What follows belongs to an exercise in optimizing a design on an open flow for small area and a short achievable clock period; a production flow would make more cautious choices.
Where RTL was checked, it was by simulation tests only, not by an equivalence proof against the original.
The flow treats the clock pin as an ideal source. Dropping or thinning the clock tree relies on that and would not hold on a real chip.
Power figures rest on the tool's default switching activity, not on a simulated workload.

==> flow/design.v <==
module registers (
    input logic rst,
    input logic clk,
    input logic [31:0] reg_addr,
    input logic [31:0] reg_wr_data,
    input logic reg_wr,
    output logic neg_b,
    output logic neg_c
);
    logic wr_hit, wr_nb, wr_nc;
    logic nb_r, nc_r;
    always_ff @(posedge clk)
    begin
        wr_hit <= ~rst & reg_wr & (reg_addr == 32'd10);
        wr_nb <= (reg_wr_data[1:0] == 2'h2);
        wr_nc <= (reg_wr_data[1:0] == 2'h1) | (reg_wr_data[1:0] == 2'h2);
    end
    assign neg_b = wr_hit ? wr_nb : nb_r;
    assign neg_c = wr_hit ? wr_nc : nc_r;
    always_ff @(posedge clk)
    begin
        if (rst) begin
            nb_r <= 1'b0;
            nc_r <= 1'b0;
        end
        else begin
            nb_r <= neg_b;
            nc_r <= neg_c;
        end
    end
endmodule
module calculate (
    input logic rst,
    input logic clk,
    input logic [31:0] a,
    input logic [31:0] b,
    input logic [31:0] c,
    input logic neg_b,
    input logic neg_c,
    output logic [63:0] z
);
    localparam int W = 38;
    localparam int B1 = 16;
    localparam int B2 = 32;
    logic [31:0] bx, cx;
    logic [31:0] s1, cy1;
    logic nb1, nc1;
    logic [W-1:0] ra, rb;
    logic [W-1:0] p2, g2;
    logic [B1-1:0] u0;
    logic [B2-B1-1:0] u1;
    logic [W-B2-1:0] u2;
    logic c0, c1;
    logic [W-1:0] x2n;
    logic c0n, c1n;
    logic [B2-B1-1:0] v1;
    logic [W-B2-1:0] v2;
    logic carry2;
    logic [W-1:0] z3;
    logic rst1, rst12;
    assign bx = b ^ {32{neg_b}};
    assign cx = c ^ {32{neg_c}};
    always_ff @(posedge clk)
    begin
        s1  <= a ^ bx ^ cx;
        cy1 <= (a & bx) | (a & cx) | (bx & cx);
        nb1 <= neg_b;
        nc1 <= neg_c;
    end
    assign ra = {{(W-32){nb1 ^ nc1}}, s1};
    assign rb = {{(W-33){nb1 & nc1}}, cy1, nc1};
    assign p2 = ra ^ rb;
    assign g2 = {ra[W-1:1] & rb[W-1:1], (ra[0] & rb[0]) | (ra[0] & nb1) | (rb[0] & nb1)};
    prefix_carry #(.W(B1)) iblk0(.p(p2[B1-1:0]), .g(g2[B1-1:0]), .cin(nb1), .s(u0), .cout(c0));
    prefix_carry #(.W(B2-B1)) iblk1(.p(p2[B2-1:B1]), .g(g2[B2-1:B1]), .cin(1'b0), .s(u1), .cout(c1));
    prefix_carry #(.W(W-B2)) iblk2(.p(p2[W-1:B2]), .g(g2[W-1:B2]), .cin(1'b0), .s(u2), .cout());
    always_ff @(posedge clk)
    begin
        x2n <= ~{u2, u1, u0};
        c0n <= ~c0;
        c1n <= ~c1;
        rst1 <= rst;
        rst12 <= rst | rst1;
    end
    assign carry2 = ~c1n | (~c0n & (&(~x2n[B2-1:B1])));
    incrementer #(.W(B2-B1)) iinc1(.x(~x2n[B2-1:B1]), .cin(~c0n), .s(v1));
    incrementer #(.W(W-B2)) iinc2(.x(~x2n[W-1:B2]), .cin(carry2), .s(v2));
    always_ff @(posedge clk)
    begin
        if (rst | rst12)
            z3 <= '0;
        else
            z3 <= {v2, v1, ~x2n[B1-1:0]};
    end
    always_comb
    begin
        z[W-1:0] = z3;
        for (int i = W; i < 64; i++)
            z[i] = z3[34 + (i % (W-34))];
    end
endmodule
module prefix_carry #(
    parameter int W = 38
) (
    input logic [W-1:0] p,
    input logic [W-1:0] g,
    input logic cin,
    output logic [W-1:0] s,
    output logic cout
);
    localparam int L = (W > 32) ? 6 : (W > 16) ? 5 : (W > 8) ? 4 : (W > 4) ? 3 : (W > 2) ? 2 : 1;
    for (genvar l = 0; l <= L; l++) begin : level
        logic [W-1:0] gg;
        logic [W-1:0] tt;
        if (l == 0) begin : first
            assign gg = g;
            assign tt = p;
        end
        else begin : next
            localparam int D = 1 << (l - 1);
            assign gg = {level[l-1].gg[W-1:D] | (level[l-1].tt[W-1:D] & level[l-1].gg[W-1-D:0]),
                         level[l-1].gg[D-1:0]};
            assign tt = {level[l-1].tt[W-1:D] & level[l-1].tt[W-1-D:0], level[l-1].tt[D-1:0]};
        end
    end
    assign s = p ^ {level[L].gg[W-2:0], cin};
    assign cout = level[L].gg[W-1];
endmodule
module incrementer #(
    parameter int W = 21
) (
    input logic [W-1:0] x,
    input logic cin,
    output logic [W-1:0] s
);
    localparam int L = (W > 32) ? 6 : (W > 16) ? 5 : (W > 8) ? 4 : (W > 4) ? 3 : (W > 2) ? 2 : 1;
    for (genvar l = 0; l <= L; l++) begin : level
        logic [W-1:0] tt;
        if (l == 0) begin : first
            assign tt = x;
        end
        else begin : next
            localparam int D = 1 << (l - 1);
            assign tt = {level[l-1].tt[W-1:D] & level[l-1].tt[W-1-D:0], level[l-1].tt[D-1:0]};
        end
    end
    assign s = x ^ ({level[L].tt[W-2:0], 1'b1} & {W{cin}});
endmodule
module operator (
    input logic rst,
    input logic clk,
    input logic [31:0] reg_addr,
    input logic [31:0] reg_wr_data,
    input logic reg_wr,
    input logic [31:0] a,
    input logic [31:0] b,
    input logic [31:0] c,
    output logic [63:0] z
);
    logic neg_b;
    logic neg_c;
    registers ireg(
        .clk(clk),
        .rst(rst),
        .reg_addr(reg_addr),
        .reg_wr_data(reg_wr_data),
        .reg_wr(reg_wr),
        .neg_b(neg_b),
        .neg_c(neg_c));
    calculate ical(
        .clk(clk),
        .rst(rst),
        .a(a),
        .b(b),
        .c(c),
        .neg_b(neg_b),
        .neg_c(neg_c),
        .z(z));
endmodule
==> flow/config.mk <==
export PLATFORM = sky130hd
export DESIGN_NAME = operator
export DESIGN_NICKNAME = operator
export VERILOG_FILES = /design/flow/design.v
export SDC_FILE = /design/flow/constraint.sdc
export NUM_CORES = 4
export LEC_CHECK = 0
export ABC_CLOCK_PERIOD_IN_PS = 1000
export CAP_MARGIN = 20
export CORE_MARGIN = 2
export CORE_UTILIZATION = 80
export CTS_BUF_LIST = sky130_fd_sc_hd__clkbuf_4 sky130_fd_sc_hd__clkbuf_8
export CTS_CLUSTER_DIAMETER = 60
export CTS_CLUSTER_SIZE = 30
export SETUP_SLACK_MARGIN = 3.7
export SLEW_MARGIN = 20
==> flow/constraint.sdc <==
create_clock -name core_clock -period 6.0 [get_ports {clk}]
set_input_delay 1.2000 -clock core_clock [delete_from_list [all_inputs] [get_ports {clk}]]
set_output_delay 1.2000 -clock core_clock [all_outputs]
set_load 0.01 [all_outputs]
standard.sh (not shown) runs the stock make flow with config.mk's settings and CLKGATE_MAP_FILE= SYNTH_SCRIPT=/design/flow/synth_recipe.tcl, a recipe that flattens the netlist after the stock synthesis.
==> flow/flow/run.sh <==
#!/bin/bash
# Standard ORFS layout, except that:
#  - the port buffers are small plain buffers (buffer_ports otherwise picks a
#    large delay cell for every port);
#  - the clock tree is two levels: the clock port drives a root clock
#    buffer, which drives six leaf buffers, each driving the flip-flops of
#    one sixth of the core (manual_cts.tcl).
set -euo pipefail
W=$(pwd)
bash standard.sh synth > "$W/make_synth.log" 2>&1
export BUFFER_PORTS_ARGS="-buffer_cell sky130_fd_sc_hd__buf_1"
export PRE_CTS_TCL="$W/flow/manual_cts.tcl"
bash standard.sh > "$W/make_layout.log" 2>&1
Other scripts of this flow, unchanged in this note and not shown: flow/flow/manual_cts.tcl
==> next run, changes <==
--- a/flow/design.v
+++ b/flow/design.v
@@ -38,12 +38,12 @@
     input logic neg_b,
     input logic neg_c,
     output logic [63:0] z
 );
     localparam int W = 38;
-    localparam int B1 = 16;
-    localparam int B2 = 32;
+    localparam int B1 = 8;
+    localparam int B2 = 22;
     logic [31:0] bx, cx;
     logic [31:0] s1, cy1;
     logic nb1, nc1;
     logic [W-1:0] ra, rb;
     logic [W-1:0] p2, g2;
@@ -68,11 +68,11 @@
         nc1 <= neg_c;
     end
     assign ra = {{(W-32){nb1 ^ nc1}}, s1};
     assign rb = {{(W-33){nb1 & nc1}}, cy1, nc1};
     assign p2 = ra ^ rb;
-    assign g2 = {ra[W-1:1] & rb[W-1:1], (ra[0] & rb[0]) | (ra[0] & nb1) | (rb[0] & nb1)};
+    assign g2 = {ra[W-1:1] & rb[W-1:1], nb1 | (ra[0] & nc1)};
     prefix_carry #(.W(B1)) iblk0(.p(p2[B1-1:0]), .g(g2[B1-1:0]), .cin(nb1), .s(u0), .cout(c0));
     prefix_carry #(.W(B2-B1)) iblk1(.p(p2[B2-1:B1]), .g(g2[B2-1:B1]), .cin(1'b0), .s(u1), .cout(c1));
     prefix_carry #(.W(W-B2)) iblk2(.p(p2[W-1:B2]), .g(g2[W-1:B2]), .cin(1'b0), .s(u2), .cout());
     always_ff @(posedge clk)
     begin
First-iteration DRC count came out lower by 45%.
Critical path depth shrinks by 2.
Design area came out higher by 1.6%.
Sequential share of layout area goes up by 0.36 points.
Routed wire length fell by 21%.
Die area grows by 1.8%.
Clock power hardly moves.
Via count is lower by 8.0%.
Worst hold slack loses 5.7 ps.
Maximum frequency shrinks by 3.3%.
Register-to-register slack gets worse by 80 ps.
Only the layout flow was run in the second run of this note; the RTL was not checked for function there. No run of this note takes its clock network from TritonCTS; it comes from the design's own scripts or RTL.


Setup of main:
Starts from the design.v that is shown in full above.
==> flow/config.mk <==
export PLATFORM = sky130hd
export DESIGN_NAME = operator
export DESIGN_NICKNAME = operator
export VERILOG_FILES = /design/flow/design.v
export SDC_FILE = /design/flow/constraint.sdc
export NUM_CORES = 4
export LEC_CHECK = 0
export ABC_CLOCK_PERIOD_IN_PS = 1000
export CAP_MARGIN = 20
export CORE_MARGIN = 2
export CORE_UTILIZATION = 65
export CTS_BUF_LIST = sky130_fd_sc_hd__clkbuf_4 sky130_fd_sc_hd__clkbuf_8
export CTS_CLUSTER_DIAMETER = 60
export CTS_CLUSTER_SIZE = 30
export SETUP_SLACK_MARGIN = 3.7
export SLEW_MARGIN = 20
==> flow/constraint.sdc <==
create_clock -name core_clock -period 6.0 [get_ports {clk}]
set_input_delay 1.2000 -clock core_clock [delete_from_list [all_inputs] [get_ports {clk}]]
set_output_delay 1.2000 -clock core_clock [all_outputs]
set_load 0.01 [all_outputs]
Scripts as last shown in full above: flow/flow/run.sh
Other scripts of this flow, unchanged in this note and not shown: flow/flow/manual_cts.tcl
For the feature branch, these inputs were changed with respect to main:
==> flow/design.v, changed modules only <==
module calculate (
    input logic rst,
    input logic clk,
    input logic [31:0] a,
    input logic [31:0] b,
    input logic [31:0] c,
    input logic neg_b,
    input logic neg_c,
    output logic [63:0] z
);
    localparam int W = 38;
    localparam int B1 = 8;
    localparam int B2 = 24;
    logic [31:0] bx, cx;
    logic [31:0] s1, cy1;
    logic nb1, nc1;
    logic [W-1:0] ra, rb;
    logic [W-1:0] p2, g2;
    logic [B1-1:0] u0;
    logic [B2-B1-1:0] u1;
    logic [W-B2-1:0] u2;
    logic c0, c1, a1;
    logic [W-1:0] x2n;
    logic c0_3, c1_3, a1_3;
    logic [B2-B1-1:0] v1;
    logic [W-B2-1:0] v2;
    logic carry2;
    logic [W-1:0] z3;
    logic rst1, rst12;
    assign bx = b ^ {32{neg_b}};
    assign cx = c ^ {32{neg_c}};
    always_ff @(posedge clk)
    begin
        s1  <= a ^ bx ^ cx;
        cy1 <= (a & bx) | (a & cx) | (bx & cx);
        nb1 <= neg_b;
        nc1 <= neg_c;
    end
    assign ra = {{(W-32){nb1 ^ nc1}}, s1};
    assign rb = {{(W-33){nb1 & nc1}}, cy1, nc1};
    assign p2 = ra ^ rb;
    assign g2 = {ra[W-1:1] & rb[W-1:1], nb1 | (ra[0] & nc1)};
    prefix_carry #(.W(B1)) iblk0(.p(p2[B1-1:0]), .g(g2[B1-1:0]), .cin(nb1), .s(u0), .cout(c0), .prop());
    prefix_carry #(.W(B2-B1)) iblk1(.p(p2[B2-1:B1]), .g(g2[B2-1:B1]), .cin(1'b0), .s(u1), .cout(c1), .prop(a1));
    prefix_carry #(.W(W-B2)) iblk2(.p(p2[W-1:B2]), .g(g2[W-1:B2]), .cin(1'b0), .s(u2), .cout(), .prop());
    always_ff @(posedge clk)
    begin
        x2n <= ~{u2, u1, u0};
        c0_3 <= c0;
        c1_3 <= c1;
        a1_3 <= a1;
        rst1 <= rst;
        rst12 <= rst | rst1;
    end
    assign carry2 = c1_3 | (c0_3 & a1_3);
    incrementer #(.W(B2-B1)) iinc1(.x(~x2n[B2-1:B1]), .cin(c0_3), .s(v1));
    incrementer #(.W(W-B2)) iinc2(.x(~x2n[W-1:B2]), .cin(carry2), .s(v2));
    always_ff @(posedge clk)
    begin
        if (rst | rst12)
            z3 <= '0;
        else
            z3 <= {v2, v1, ~x2n[B1-1:0]};
    end
    always_comb
    begin
        z[W-1:0] = z3;
        for (int i = W; i < 64; i++)
            z[i] = z3[34 + (i % (W-34))];
    end
endmodule
module prefix_carry #(
    parameter int W = 38
) (
    input logic [W-1:0] p,
    input logic [W-1:0] g,
    input logic cin,
    output logic [W-1:0] s,
    output logic cout,
    output logic prop
);
    localparam int L = (W > 32) ? 6 : (W > 16) ? 5 : (W > 8) ? 4 : (W > 4) ? 3 : (W > 2) ? 2 : 1;
    for (genvar l = 0; l <= L; l++) begin : level
        logic [W-1:0] gg;
        logic [W-1:0] tt;
        if (l == 0) begin : first
            assign gg = g;
            assign tt = p;
        end
        else begin : next
            localparam int D = 1 << (l - 1);
            assign gg = {level[l-1].gg[W-1:D] | (level[l-1].tt[W-1:D] & level[l-1].gg[W-1-D:0]),
                         level[l-1].gg[D-1:0]};
            assign tt = {level[l-1].tt[W-1:D] & level[l-1].tt[W-1-D:0], level[l-1].tt[D-1:0]};
        end
    end
    assign s = p ^ {level[L].gg[W-2:0], cin};
    assign cout = level[L].gg[W-1];
    assign prop = level[L].tt[W-1];
endmodule
Results
Compared with main, final net count in the feature branch increased by a few percent.
Higher total nets after synthesis goes to the feature branch over main.
For main, the critical-path cell with the highest stage delay was sky130_fd_sc_hd__fa_1, unlike the feature branch, where it was sky130_fd_sc_hd__ha_1.
Looking only at synthesis-to-layout area growth, and setting everything else aside, the higher value of the feature branch and main goes to main.
Changes observed in the feature branch relative to main: length in cells of the worst reg-to-reg path went down by 1; total power higher.
Only the layout flow was run in the feature branch; the RTL was not checked for function there. In every run of this note, the design's own scripts or RTL, not TritonCTS, make the clock network.

## separate check: timing with driven ports
The flow's constraints put no driver on any port. The routed layouts listed below were extracted and timed again, unchanged, in two steps.
Step 1 assumes that a clkbuf_16 drives the clock port and a buf_2 every other input.
Step 2 also shifts input and output timing later by t, the mid clock arrival at the registers, as if the neighbouring blocks saw the same clock.
Three values: ideal ports, drivers, drivers and shift; two values: the first two.
run	t, ns	setup slack, ns	worst setup path at the end	pins driven straight from the clock port
the first run of note 1	0.399	3.596 / 3.596 / 3.389	input to register	1
the second run of note 1	0.386	3.513 / 3.513 / 3.439	input to register	1
main	0.382	3.829 / 3.800 / 3.592	input to register	1
the feature branch	0.387	3.774 / 3.774 / 3.490	input to register	1
After both steps setup and hold are still met in every run listed. For the feature branch, which loses most, drivers alone change the setup slack by 0.000 ns; drivers and shift together by -0.284 ns.
